This design comes from an exercise in tuning for small area on the open sky130 flow, not from production work.
Function was checked by simulation only, so behaviour that the tests miss may differ from the original.
The clock port is modelled as an ideal driver; clocking choices that lean on that would not hold on a real chip.
Power and IR drop assume default switching activity.

==> inputs of 04-06 <==
==> flow/design.v (excerpt) <==
module seg_595_dynamic
(
    input   wire        sys_clk     ,
    input   wire        sys_rst_n   ,
    input   wire [19:0] data        ,
    input   wire [5:0]  point       ,
    input   wire        sign        ,
    input   wire        seg_en      ,
    output  reg         ds          ,
    output  reg         shcp        ,
    output  wire        stcp        ,
    output  wire        oe
);
export LEC_CHECK = 0
export CAP_MARGIN = 20
export CORE_MARGIN = 2
export CORE_UTILIZATION = 40
export SLEW_MARGIN = 20
create_clock -name core_clock -period 5.0 [get_ports {sys_clk}]
standard.sh (not shown) runs the stock make flow with config.mk's settings and CLKGATE_MAP_FILE= SYNTH_SCRIPT=/design/flow/synth_recipe.tcl, a recipe that flattens the netlist after the stock synthesis.
==> flow/flow/run.sh <==
#!/bin/bash
# Own layout flow: the standard ORFS flow with
#  - input/output port buffers of the smallest buffer cell,
#  - clock tree synthesis without dummy loads, from clkbuf_8 buffers,
#  - after placement resizing, every cell set to the smallest-area variant of
#    its function (later repair steps upsize again where timing needs it).
# Each tool's output goes to the ORFS logs under orfs/logs; make's own output
# goes to flow_make.log here.
set -euo pipefail
W=$(pwd)
export BUFFER_PORTS_ARGS="-buffer_cell sky130_fd_sc_hd__buf_1"
export CTS_ARGS="-sink_clustering_enable -repair_clock_nets -dont_use_dummy_load -buf_list sky130_fd_sc_hd__clkbuf_4"
export POST_RESIZE_TCL="$W/flow/downsize.tcl"
export POST_FLOORPLAN_TCL="$W/flow/restructure.tcl"
export POST_CTS_TCL="$W/flow/clkfix.tcl"
bash standard.sh > "$W/flow_make.log" 2>&1
==> flow/flow/clkfix.tcl <==
# Upsize clock tree leaf buffers that drive many flip-flops, to keep the
# slew at the flip-flop clock pins well below the limit.
set block [ord::get_db_block]
set n 0
foreach inst [$block getInsts] {
  if {[[$inst getMaster] getName] ne "sky130_fd_sc_hd__clkbuf_4"} { continue }
  set net [[$inst findITerm X] getNet]
  if {$net eq "NULL"} { continue }
  set loads [expr {[llength [$net getITerms]] - 1}]
  if {$loads >= 11} {
    replace_cell [$inst getName] sky130_fd_sc_hd__clkbuf_8
    incr n
  }
}
puts "clkfix: upsized $n clock buffers"
if {$n > 0} {
  detailed_placement
  check_placement -verbose
}
==> flow/flow/downsize.tcl <==
# Set every standard cell to the smallest-area variant with the same base name
# (e.g. mux2_2 -> mux2_1). Tap, fill and decap cells, and drivers of nets
# with many loads, are left alone.
set db [ord::get_db]
array set best_area {}
array set best_name {}
foreach lib [$db getLibs] {
  foreach m [$lib getMasters] {
    set n [$m getName]
    if {![regexp {^(sky130_fd_sc_hd__[a-z0-9]+)_([0-9]+)$} $n -> base sz]} { continue }
    if {[regexp {lpflow|probe|tap|fill|decap|clkdly|dlygate|dlymetal} $n]} { continue }
    set a [expr {[$m getWidth] * [$m getHeight]}]
    if {![info exists best_area($base)] || $a < $best_area($base)} {
      set best_area($base) $a
      set best_name($base) $n
    }
  }
}
set count 0
foreach inst [[ord::get_db_block] getInsts] {
  set n [[$inst getMaster] getName]
  if {![regexp {^(sky130_fd_sc_hd__[a-z0-9]+)_([0-9]+)$} $n -> base sz]} { continue }
  if {![info exists best_name($base)]} { continue }
  set b $best_name($base)
  # leave drivers of high-fanout nets (the reset) as the resizer sized them
  set big 0
  foreach it [$inst getITerms] {
    if {[$it isOutputSignal] && [$it getNet] ne "NULL" && [llength [[$it getNet] getITerms]] > 9} { set big 1 }
  }
  if {$big} { continue }
  if {$b ne $n} {
    set m [[ord::get_db_block] findInst [$inst getName]]
    replace_cell [$inst getName] $b
    incr count
  }
}
puts "downsize: replaced $count cells"
==> flow/flow/libfilter.py <==
# Write a copy of a liberty file without the cells named on the command line
# (the platform's don't-use cells), for restructure's ABC mapping.
import re, sys
src, dst = sys.argv[1], sys.argv[2]
drop = set(sys.argv[3:])
text = open(src).read()
out = []
pos = 0
for m in re.finditer(r'^\s*cell\s*\(\s*"?([A-Za-z0-9_]+)"?\s*\)\s*\{', text, re.M):
    if m.start() < pos:
        continue
    name = m.group(1)
    if name not in drop:
        continue
    depth = 0
    i = m.end() - 1
    while True:
        c = text[i]
        if c == '{':
            depth += 1
        elif c == '}':
            depth -= 1
            if depth == 0:
                break
        i += 1
    out.append(text[pos:m.start()])
    pos = i + 1
out.append(text[pos:])
open(dst, 'w').write(''.join(out))
==> flow/flow/restructure.tcl <==
# Re-map the combinational logic for area with OpenROAD's restructure (ABC).
file mkdir [file join $::env(OBJECTS_DIR) rmp]
set_dont_use $::env(DONT_USE_CELLS)
set lib [file join $::env(OBJECTS_DIR) rmp usable.lib]
exec python3 [file join [file dirname [info script]] libfilter.py] [lindex $::env(LIB_FILES) 0] $lib {*}$::env(DONT_USE_CELLS)
restructure -target area -liberty_file $lib \
  -tielo_port sky130_fd_sc_hd__conb_1/LO -tiehi_port sky130_fd_sc_hd__conb_1/HI \
  -work_dir [file join $::env(OBJECTS_DIR) rmp] -abc_logfile [file join $::env(LOG_DIR) rmp_abc.log]
==> inputs of 02-01, as changes to 04-06 <==
==> flow/design.v (replaced) <==
module seg_595_dynamic
(
    input   wire        sys_clk     ,
    input   wire        sys_rst_n   ,
    input   wire [19:0] data        ,
    input   wire [5:0]  point       ,
    input   wire        sign        ,
    input   wire        seg_en      ,
    output  reg         ds          ,
    output  reg         shcp        ,
    output  wire        stcp        ,
    output  wire        oe
);
reg     [1:0]   j       ;
reg     [15:0]  lf      ;
reg             flag    ;    
reg     [3:0]   u       ;    
reg     [3:0]   cb      ;    
wire            ph0     = ~j[1] & ~j[0];
wire            ph1     = ~j[1] &  j[0];
wire            ph2     =  j[1] &  j[0];
wire            ph3     =  j[1] & ~j[0];
wire            tm_end  = (lf == 16'h1af2);
always@(posedge sys_clk or negedge sys_rst_n)
    if(sys_rst_n == 1'b0)
        j <= 2'b00;
    else
        j <= {j[0], ~j[1]};
always@(posedge sys_clk or negedge sys_rst_n)
    if(sys_rst_n == 1'b0)
        lf <= 16'h35e4;
    else
        lf <= {lf[14:0], lf[15] ^ lf[13] ^ lf[12] ^ lf[10] ^ tm_end};
always@(posedge sys_clk or negedge sys_rst_n)
    if(sys_rst_n == 1'b0)
        flag <= 1'b0;
    else
        flag <= tm_end;
always@(posedge sys_clk or negedge sys_rst_n)
    if(sys_rst_n == 1'b0)
        u <= 4'd0;
    else if(ph3)
        u <= (u == 4'd10) ? 4'd0 : u + 4'd1;
always@(posedge sys_clk or negedge sys_rst_n)
    if(sys_rst_n == 1'b0)
        cb <= 4'd0;
    else if(ph3)
        cb <= (cb == 4'd13) ? 4'd0 : cb + 4'd1;
wire    s_load  = (u == 4'd0)  && (ph1);   
wire    s_done  = (u == 4'd10) && (ph2);   
wire    s_read  = (u == 4'd10) && (ph3);   
wire    s_conv  = (u != 4'd0)  && (u <= 4'd5);     
reg     [23:0]  W       ;
reg             conv    ;
wire            ld_ok   = (data != 20'd0) && (data != 20'd1_000_000);
wire    [23:0]  A       ;
wire    [4:0]   ge      = {u > 4'd4, u > 4'd3, u > 4'd2, u > 4'd1, u > 4'd0};
genvar n;
generate for(n = 0; n < 5; n = n + 1) begin: a3
    wire [3:0] d = W[4*n +: 4];
    wire       e = ge[n];
    assign A[4*n+3] = d[3] | (e & d[2] & (d[1] | d[0]));
    assign A[4*n+2] = (d[2] & ~(e & (d[1] | d[0]))) | (e & d[3] & d[0]);
    assign A[4*n+1] = (d[1] & ~(e & d[2] & ~d[0])) | (e & d[3] & ~d[0]);
    assign A[4*n+0] = (d[0] & ~(e & (d[2] | d[3]))) | (e & ~d[0] & (d[3] | (d[2] & d[1])));
end endgenerate
wire            e5      = (u == 4'd5) && (ph3);
assign A[20]    = W[20] & ~(e5 & W[22]);
assign A[21]    = W[21];
assign A[22]    = W[22] & ~(e5 & W[20]);
assign A[23]    = W[23];
always@(posedge sys_clk)
    if(s_load)
        conv <= ld_ok;
always@(posedge sys_clk)
    if(s_load && ld_ok)
        W <= {data, 4'b0};
    else if(s_conv && conv)
        W <= {A[22:0], A[23]};
reg     [2:0]   rlv     ;
wire    [5:0]   wnz     ;
genvar g;
generate for(g = 0; g < 6; g = g + 1) begin: nzg
    assign wnz[g] = |W[4*g +: 4];
end endgenerate
always@(posedge sys_clk or negedge sys_rst_n)
    if(sys_rst_n == 1'b0)
        rlv <= 3'd0;
    else if(s_done)
        rlv <= !conv   ? 3'd0 :
               wnz[5]  ? 3'd6 :
               wnz[4]  ? 3'd5 :
               wnz[3]  ? 3'd4 :
               wnz[2]  ? 3'd3 :
               wnz[1]  ? 3'd2 : 3'd1;
reg     [2:0]   lv      ;
reg             sg      ;
reg             zr      ;
wire    [2:0]   plv     = point[5] ? 3'd6 :
                          point[4] ? 3'd5 :
                          point[3] ? 3'd4 :
                          point[2] ? 3'd3 :
                          point[1] ? 3'd2 : 3'd0;
wire            hold    = (rlv == 3'd0) && (plv == 3'd0);
always@(posedge sys_clk or negedge sys_rst_n)
    if(sys_rst_n == 1'b0) begin
        lv <= 3'd6;
        zr <= 1'b1;
    end else if(!hold) begin
        lv <= (rlv > plv) ? rlv : plv;
        zr <= (rlv == 3'd0);
    end
always@(posedge sys_clk)
    if(!hold)
        sg <= sign;
reg     [2:0]   q       ;
wire    [2:0]   c       = (q == 3'd6) ? 3'd0 : q;
reg     [3:0]   S       ;    
reg     [3:0]   data_disp;
reg             dot_disp;
always@(posedge sys_clk or negedge sys_rst_n)
    if(sys_rst_n == 1'b0)
        q <= 3'd6;
    else if(flag)
        q <= (q == 3'd5) ? 3'd0 : (q == 3'd6) ? 3'd1 : q + 3'd1;
always@(posedge sys_clk)
    if(s_read)
        S <= W[4*c +: 4];
always@(posedge sys_clk or negedge sys_rst_n)
    if(sys_rst_n == 1'b0)
        data_disp <= 4'd0;
    else if(seg_en && flag)
        data_disp <= (c < lv)            ? (zr ? 4'd0 : S) :
                     ((c == lv) && sg)   ? 4'd10 : 4'd11;
always@(posedge sys_clk or negedge sys_rst_n)
    if(sys_rst_n == 1'b0)
        dot_disp <= 1'b1;
    else if(flag)
        dot_disp <= ~point[c];
reg     [7:0]   seg     ;
always@(*)
    case(data_disp)
        4'd0:   seg = {dot_disp,7'b100_0000};
        4'd1:   seg = {dot_disp,7'b111_1001};
        4'd2:   seg = {dot_disp,7'b010_0100};
        4'd3:   seg = {dot_disp,7'b011_0000};
        4'd4:   seg = {dot_disp,7'b001_1001};
        4'd5:   seg = {dot_disp,7'b001_0010};
        4'd6:   seg = {dot_disp,7'b000_0010};
        4'd7:   seg = {dot_disp,7'b111_1000};
        4'd8:   seg = {dot_disp,7'b000_0000};
        4'd9:   seg = {dot_disp,7'b001_0000};
        4'd10:  seg = 8'b1011_1111;
        4'd11:  seg = 8'b1111_1111;
        default:seg = 8'b1100_0000;
    endcase
reg     [5:0]   sel     ;
always@(*)
    case(q)
        3'd0:   sel = 6'b100_000;
        3'd1:   sel = 6'b000_001;
        3'd2:   sel = 6'b000_010;
        3'd3:   sel = 6'b000_100;
        3'd4:   sel = 6'b001_000;
        3'd5:   sel = 6'b010_000;
        default:sel = 6'b000_000;
    endcase
wire    [13:0]  sdata   = {seg[0],seg[1],seg[2],seg[3],seg[4],seg[5],seg[6],seg[7],sel};
always@(posedge sys_clk or negedge sys_rst_n)
    if(sys_rst_n == 1'b0)
        ds <= 1'b0;
    else if(ph0)
        ds <= sdata[cb];
always@(posedge sys_clk or negedge sys_rst_n)
    if(sys_rst_n == 1'b0)
        shcp <= 1'b0;
    else
        shcp <= j[1];
assign stcp = (cb == 4'd0) && j[0];
assign oe   = 1'b0;
endmodule
==> flow/flow/run.sh (replaced) <==
#!/bin/bash
# Own layout flow: the standard ORFS flow with
#  - input/output port buffers of the smallest buffer cell,
#  - clock tree synthesis without dummy loads, from clkbuf_8 buffers,
#  - after placement resizing, every cell set to the smallest-area variant of
#    its function (later repair steps upsize again where timing needs it).
# Each tool's output goes to the ORFS logs under orfs/logs; make's own output
# goes to flow_make.log here.
set -euo pipefail
W=$(pwd)
export BUFFER_PORTS_ARGS="-buffer_cell sky130_fd_sc_hd__buf_1"
export CTS_ARGS="-sink_clustering_enable -repair_clock_nets -dont_use_dummy_load -buf_list sky130_fd_sc_hd__clkbuf_8"
export POST_RESIZE_TCL="$W/flow/downsize.tcl"
bash standard.sh > "$W/flow_make.log" 2>&1
==> flow/flow/downsize.tcl (replaced) <==
# Set every standard cell to the smallest-area variant with the same base name
# (e.g. mux2_2 -> mux2_1). Tap, fill and decap cells are left alone.
set db [ord::get_db]
array set best_area {}
array set best_name {}
foreach lib [$db getLibs] {
  foreach m [$lib getMasters] {
    set n [$m getName]
    if {![regexp {^(sky130_fd_sc_hd__[a-z0-9]+)_([0-9]+)$} $n -> base sz]} { continue }
    if {[regexp {lpflow|probe|tap|fill|decap|clkdly|dlygate|dlymetal} $n]} { continue }
    set a [expr {[$m getWidth] * [$m getHeight]}]
    if {![info exists best_area($base)] || $a < $best_area($base)} {
      set best_area($base) $a
      set best_name($base) $n
    }
  }
}
set count 0
foreach inst [[ord::get_db_block] getInsts] {
  set n [[$inst getMaster] getName]
  if {![regexp {^(sky130_fd_sc_hd__[a-z0-9]+)_([0-9]+)$} $n -> base sz]} { continue }
  if {![info exists best_name($base)]} { continue }
  set b $best_name($base)
  if {$b ne $n} {
    set m [[ord::get_db_block] findInst [$inst getName]]
    replace_cell [$inst getName] $b
    incr count
  }
}
puts "downsize: replaced $count cells"
removed: flow/flow/clkfix.tcl
removed: flow/flow/libfilter.py
removed: flow/flow/restructure.tcl
==> inputs of 02-20, as changes to 04-06 <==
--- a/flow/design.v
+++ b/flow/design.v
@@ -40,36 +40,35 @@
 wire    s_load  = (t44 == 6'd1);     
 wire    s_done  = (t44 == 6'd42);    
 wire    s_read  = (t44 == 6'd43);    
 reg     [23:0]  W       ;
 reg             conv    ;
 wire            ld_ok   = (data != 20'd0) && (data != 20'd1_000_000);
-wire    [3:0]   u       = t44[5:2];          
-wire            cstep   = conv && (u != 4'd0) && (u <= 4'd5);
-wire    [4:0]   ge      = {5{cstep}} & {u > 4'd4, u > 4'd3, u > 4'd2, u > 4'd1, 1'b1};
+wire            cstep   = conv && (t44 >= 6'd2) && (t44 <= 6'd21);
+wire    [4:0]   ge      = {5{cstep}} & {t44 >= 6'd18, t44 >= 6'd14, t44 >= 6'd10, t44 >= 6'd6, 1'b1};
 wire    [23:0]  A       ;
 genvar n;
 generate for(n = 0; n < 5; n = n + 1) begin: a3
     wire [3:0] d = W[4*n +: 4];
     wire       e = ge[n];
     assign A[4*n+3] = d[3] | (e & d[2] & (d[1] | d[0]));
     assign A[4*n+2] = (d[2] & ~(e & (d[1] | d[0]))) | (e & d[3] & d[0]);
     assign A[4*n+1] = (d[1] & ~(e & d[2] & ~d[0])) | (e & d[3] & ~d[0]);
     assign A[4*n+0] = (d[0] & ~(e & (d[2] | d[3]))) | (e & ~d[0] & (d[3] | (d[2] & d[1])));
 end endgenerate
-wire            e5      = conv && (t44 == 6'd23);
+wire            e5      = conv && (t44 == 6'd21);
 assign A[20]    = W[20] & ~(e5 & W[22]);
 assign A[21]    = W[21];
 assign A[22]    = W[22] & ~(e5 & W[20]);
 assign A[23]    = W[23];
 always@(posedge sys_clk)
     if(s_load)
         conv <= ld_ok;
 always@(posedge sys_clk)
     if(s_load && ld_ok)
-        W[21:0] <= {2'b0, data[17:0], 2'b0};   
+        W[21:0] <= {data[17:0], 4'b0};
     else
         W[21:0] <= {A[20:0], cstep ? A[23] : A[21]};
 always@(posedge sys_clk)
     if(s_load && ld_ok)
         W[23:22] <= data[19:18];
     else if(cstep)
@@ -81,14 +80,14 @@
     begin
         digits[23:22] = w[23:22];
         for(b = 0; b < 22; b = b + 1)
             digits[b] = w[(b + r) % 22];
     end
 endfunction
-wire    [23:0]  Wd42    = digits(W, 18);     
-wire    [23:0]  Wd43    = digits(W, 19);     
+wire    [23:0]  Wd42    = digits(W, 20);     
+wire    [23:0]  Wd43    = digits(W, 21);     
 reg     [2:0]   rlv     ;
 wire    [5:0]   wnz     ;
 genvar g;
 generate for(g = 0; g < 6; g = g + 1) begin: nzg
     assign wnz[g] = |Wd42[4*g +: 4];
 end endgenerate
--- a/flow/flow/clkfix.tcl
+++ b/flow/flow/clkfix.tcl
@@ -4,13 +4,13 @@
 set n 0
 foreach inst [$block getInsts] {
   if {[[$inst getMaster] getName] ne "sky130_fd_sc_hd__clkbuf_4"} { continue }
   set net [[$inst findITerm X] getNet]
   if {$net eq "NULL"} { continue }
   set loads [expr {[llength [$net getITerms]] - 1}]
-  if {$loads >= 11} {
+  if {$loads >= 10} {
     replace_cell [$inst getName] sky130_fd_sc_hd__clkbuf_8
     incr n
   }
 }
 puts "clkfix: upsized $n clock buffers"
 if {$n > 0} {
==> summary.md <==
| Metric | Value |
|---|---|
| Status | `finished clean` |
| Sequential fraction of design power | `0.619` |
| Commonest non-fill, non-tap cell in the layout | `nand2_1` |
| P&R area growth vs syn | `6.51%` |
| Synth top area cells | `edfxtp_1 (19%), dfrtp_1 (18%), dfstp_2 (8.9%)` |
| Area of the multi-input gates | `between 1500 and 2000 um^2` |
| RR Endpoint | `W[21]` |
| Die H | `106 um` |
| Iter 0 DRT Violations | `roughly 240` |
| Met1 WL | `between 4 and 5 mm` |
| Met3 Use GR | `0.0322` |
| Cell accounting for the most synthesized area | `edfxtp_1` |
| Mux cell area share after synthesis | `0.0322` |
| Crit path time final | `3.75 ns` |
| Fin crit share | `0.749` |
| Synth Area in Compound Gates | `0.221` |
| Die W | `about 110 um` |
| Area after DPL | `approximately 4300 um^2` |
(the above is from 02-01)
==> summary.md <==
| Metric | Value |
|---|---|
| Synth Area in Compound Gates | `0.167` |
| Cell accounting for the most synthesized area | `dfrtp_1` |
| Commonest non-fill, non-tap cell in the layout | `clkinv_1` |
| Status | `finished clean` |
| Synth top area cells | `dfrtp_1 (18%), dfxtp_1 (10%), dfstp_2 (8.7%)` |
| RR Endpoint | `data_disp[0]` |
| Mux cell area share after synthesis | `0.0969` |
| Iter 0 DRT Violations | `175` |
| Fin crit share | `0.642` |
| Sequential fraction of design power | `0.633` |
| Die W | `~110 um` |
| Area after DPL | `roughly 3900 um^2` |
| Met3 Use GR | `0.0448` |
(the above is from 02-20)
==> summary.md <==
| Metric | Value |
|---|---|
| Crit path time final | `2.95 ns` |
| Commonest non-fill, non-tap cell in the layout | `clkinv_1` |
| Sequential fraction of design power | `0.634` |
| Area after DPL | `about 3900 um^2` |
| Mux cell area share after synthesis | `0.0905` |
| Status | `finished clean` |
| Iter 0 DRT Violations | `around 210` |
| Cell accounting for the most synthesized area | `dfrtp_1` |
| Multi-input gate count | `around 250` |
| Synth Area in Compound Gates | `0.195` |
| RR Endpoint | `data_disp[0]` |
| Met3 Use GR | `0.0412` |
| Area of the multi-input gates | `~1500 um^2` |
| Met1 WL | `roughly 4.1 mm` |
| P&R area growth vs syn | `-2.74%` |
| Die W | `about 100 um` |
| Synth top area cells | `dfrtp_1 (18%), dfxtp_1 (11%), dfstp_2 (9.0%)` |
| Met2 GRT Util | `0.273` |
(the above is from 04-06)

port drivers added, routing unchanged:
In the flow no input, the clock included, has a driving cell. The finished layouts below were timed again as built, in two steps.
Step 1 (the two cells are an assumption about what drives the block):
set clk [get_ports {sys_clk}]
set_driving_cell -lib_cell sky130_fd_sc_hd__clkbuf_16 $clk
set_driving_cell -lib_cell sky130_fd_sc_hd__buf_2 [delete_from_list [all_inputs] $clk]
Step 2 times the ports against the registers' clock, not the clock port: input delays grow and output delays shrink by t, the midpoint of the rising clock arrivals with the driver on.
Three values: ideal ports, drivers, drivers and shift; two values: the first two.
| run | t (ns) | setup slack, ns | clock arrival spread, ns | slew at the worst register clock pin (ns) |
|---|---|---|---|---|
| 04-06 | 0.422 | 2.046 / 2.057 / 1.635 | 0.031 / 0.030 | 0.10 / 0.10 |
| 02-01 | 0.364 | 1.253 / 1.253 / 1.253 | 0.013 / 0.013 | 0.07 / 0.07 |
| 02-20 | 0.436 | 1.791 / 1.801 / 1.365 | 0.027 / 0.027 | 0.11 / 0.11 |
After both steps setup and hold are still met in every run listed. For 02-20, which loses most, drivers alone change the setup slack by +0.010 ns; drivers and shift together by -0.426 ns.
